This is an optimization exercise on Yosys and OpenROAD, whose aim is small area, a short achievable clock period and few clock cycles, not a production implementation. The RTL was checked by simulation tests, not by an equivalence proof against the original design.

## mac
module mac #(
    parameter int DATA_WIDTH    = 32,
    parameter int ADDR_LINES    = 5
) (
    input  logic                        clk_i,
    input  logic                        rstn_i,
    input  logic [DATA_WIDTH-1:0]       signal_i,
    input  logic                        wr_en_i,
    input  logic                        last_i,
    input  logic [ADDR_LINES-1:0]       terms_i,
    output logic                        full_o,
    output logic                        empty_o,
    output logic                        idle_o,
    output logic [DATA_WIDTH-1:0]       result_o,
    output logic                        done_o
);
clock: 6.0 ns
lec_check: 0
cap_margin: 20
core_margin: 2
core_utilization: 60
setup_slack_margin: 3.1
slew_margin: 20
run.sh (not shown) runs the stock make flow with config.mk's settings and CLKGATE_MAP_FILE= SYNTH_SCRIPT=/design/flow/synth_recipe.tcl, a recipe that flattens the netlist after the stock synthesis.
The first run went through all stages and came out clean.
Testbench counts at the start, summed over its fixed seeds: cycles 13,488.
Then changed:
--- a/flow/design.v
+++ b/flow/design.v
@@ -108,24 +108,22 @@
     logic [3:0]    s;        
     logic [4:0]    nl;       
     logic [1:0]    gz;       
     logic          ext;      
     logic [2:0]    s0;       
     logic [2:0]    pr;       
-    logic [3:0]    rl;       
-    logic [3:0]    lb;       
     wire           busy = run | zrun;
     wire           wr   = wr_en_i & ~busy & ~count[5];
     wire           lastg = (g == {1'b0, gz});
     wire  [3:0]    rx   = {1'b0, nl[2:0]} + 4'd1;   
     logic [3:0]    rot;      
     always_comb
         for (int b = 0; b < 4; b++)
             rot[b] = run && ((g == 3'(b) && !s[3])
-                          || (ext && lastg && lb[b] && (s[3] || s < rl))
-                          || (pr != 3'd0 && lb[b]));
+                          || (ext && lastg && g + 3'd1 == 3'(b) && (s[3] || s < 4'd8 - rx))
+                          || (pr != 3'd0 && nl[4:3] == 2'(b)));
     always_ff @(posedge clk_i)
         for (int b = 0; b < 4; b++)
             if ((wr && count[4:3] == 2'(b)) || rot[b]) begin
                 st[b*256 +: 224]     <= st[b*256+32 +: 224];
                 st[b*256+224 +: 32]  <= run ? st[b*256 +: 32] : signal_i;
             end
@@ -171,14 +169,12 @@
             ext <= next_ext;
             s   <= 4'd0;
             it  <= 5'd1;
             g   <= 3'd0;
             s0  <= (ncount[4:3] != 2'd0 && !next_ext) ? ~ncount[2:0] : 3'd0;
             pr  <= (ncount[4:3] != 2'd0 && !next_ext) ? ~ncount[2:0] : 3'd0;
-            rl  <= 4'd7 - {1'b0, ncount[2:0]};
-            lb  <= 4'b0001 << ncount[4:3];
         end else if (zrun) begin
             {g[1:0], s[2:0]} <= {g[1:0], s[2:0]} + 5'd1;
         end else if (run) begin
             if (pr != 3'd0) pr <= pr - 3'd1;
             if (s == swrap) begin
                 if (it == tq) begin
Result: Routed wire length increases by about 9%. Critical path depth rises by 10. Via count came out higher by about 4.4%. Die area came out lower by 0.48%. Global-route usage rose by 0.68 points. Final cell count is higher by about 2.7%. Worst hold slack improved by 29 ps. First-iteration DRC count increases by 14%. Register-to-register slack got worse by 590 ps. Non-clock buffer count goes up by 131. Sequential cell count shrinks by 7.
Testbench counts after the change, summed over its fixed seeds: cycles 13,488.

--- another note on this design; it stands on its own ---

v51:
Design mac, start of the top module:
module mac #(
    parameter int DATA_WIDTH    = 32,
    parameter int ADDR_LINES    = 5
) (
    input  logic                        clk_i,
    input  logic                        rstn_i,
    input  logic [DATA_WIDTH-1:0]       signal_i,
    input  logic                        wr_en_i,
    input  logic                        last_i,
    input  logic [ADDR_LINES-1:0]       terms_i,
    output logic                        full_o,
    output logic                        empty_o,
    output logic                        idle_o,
    output logic [DATA_WIDTH-1:0]       result_o,
    output logic                        done_o
);
Size in the first run: roughly 6,100 cells after synthesis, about 1,700 flip-flops, about 77 I/O pins, about 77,000 um^2 of cells after synthesis.
Settings: LEC_CHECK=0, CAP_MARGIN=20, CORE_MARGIN=2, CORE_UTILIZATION=60, SETUP_SLACK_MARGIN=3.1, SLEW_MARGIN=20; clock period 6.0 ns.
run.sh (not shown) runs the stock make flow with config.mk's settings and CLKGATE_MAP_FILE= SYNTH_SCRIPT=/design/flow/synth_recipe.tcl, a recipe that flattens the netlist after the stock synthesis.
Testbench counts of v51, summed over its fixed seeds: cycles 14,498.
Changes in v2 relative to v51:
--- a/flow/config.mk
+++ b/flow/config.mk
@@ -9,4 +9,6 @@
 export CORE_MARGIN = 2
-export CORE_UTILIZATION = 60
-export SETUP_SLACK_MARGIN = 3.1
+export CORE_UTILIZATION = 67
+export CTS_CLUSTER_DIAMETER = 100
+export CTS_CLUSTER_SIZE = 22
+export SETUP_SLACK_MARGIN = 3.2
 export SLEW_MARGIN = 20
Between v2 and v51, the multi-input combinational cell count does not differ in any meaningful way. Between v2 and v51, the tightest slew margin relative to the limit is higher for v2. Hold slack: v2 vs v51 up 5.8 ps. Re total of fill cells in the finished design: v2 is about 20% down on v51.
Relative to v2, the following input files were edited for v18:
--- a/flow/config.mk
+++ b/flow/config.mk
@@ -9,5 +9,5 @@
 export CORE_MARGIN = 2
-export CORE_UTILIZATION = 67
+export CORE_UTILIZATION = 65
 export CTS_CLUSTER_DIAMETER = 100
-export CTS_CLUSTER_SIZE = 22
+export CTS_CLUSTER_SIZE = 24
 export SETUP_SLACK_MARGIN = 3.2
## What came out
For signal arrival time at the worst endpoint, v18 and v2 come out practically identical. v18 against v2: count of filler cells inserted in the layout higher; critical path data required time roughly the same. Delta (v18 minus v2): total wire length after detailed routing down about 1.1%; starting density of the core went down by 1.5 points. Count of vias placed by the detailed router improves in v18 relative to v2.
Here is what was changed in the inputs of v46 compared with v18.
--- a/flow/config.mk
+++ b/flow/config.mk
@@ -10,5 +10,5 @@
 export CORE_UTILIZATION = 65
-export CTS_CLUSTER_DIAMETER = 100
+export CTS_CLUSTER_DIAMETER = 80
 export CTS_CLUSTER_SIZE = 24
-export SETUP_SLACK_MARGIN = 3.2
+export SETUP_SLACK_MARGIN = 3.25
 export SLEW_MARGIN = 20
Results
v46: sequential fraction of total cell area 0.24 points below v18. v18 → v46: total vias in the final route higher; required time of the critical path shows an increase of 40 ps.

==> static timing again, ports no longer ideal <==
How much do the figures lean on ideal ports? The routed layouts below were timed once more, with nothing changed but the port constraints. Step 1 assumes that a clkbuf_16 drives the clock port and a buf_2 every other input. Step 2 adds t to the input delays and takes it off the output delays; t is the mean of the earliest and latest rising clock arrival at the registers after step 1. Input paths then give back, and output paths get back, about the clock's delay inside the block. a / b / c = ideal / step 1 / step 2; a / b = the first two.
run	shift t [ns]	slack for setup (ns)	worst data-port slew with drivers (ns)	pins driven straight from the clock port
the first run of note 1	0.889	3.005 / 3.005 / 2.348	0.07	1
the second run of note 1	0.893	2.417 / 2.417 / 2.339	0.17	1
v51	0.877	3.137 / 3.062 / 2.185	0.24	1
v2	0.775	3.146 / 3.146 / 2.458	0.18	1
v18	0.778	3.147 / 3.147 / 2.486	0.11	1
v46	0.796	3.165 / 3.165 / 2.513	0.11	1
After both steps setup and hold are still met in every run listed. For v51, which loses most, drivers alone change the setup slack by -0.075 ns; drivers and shift together by -0.952 ns.
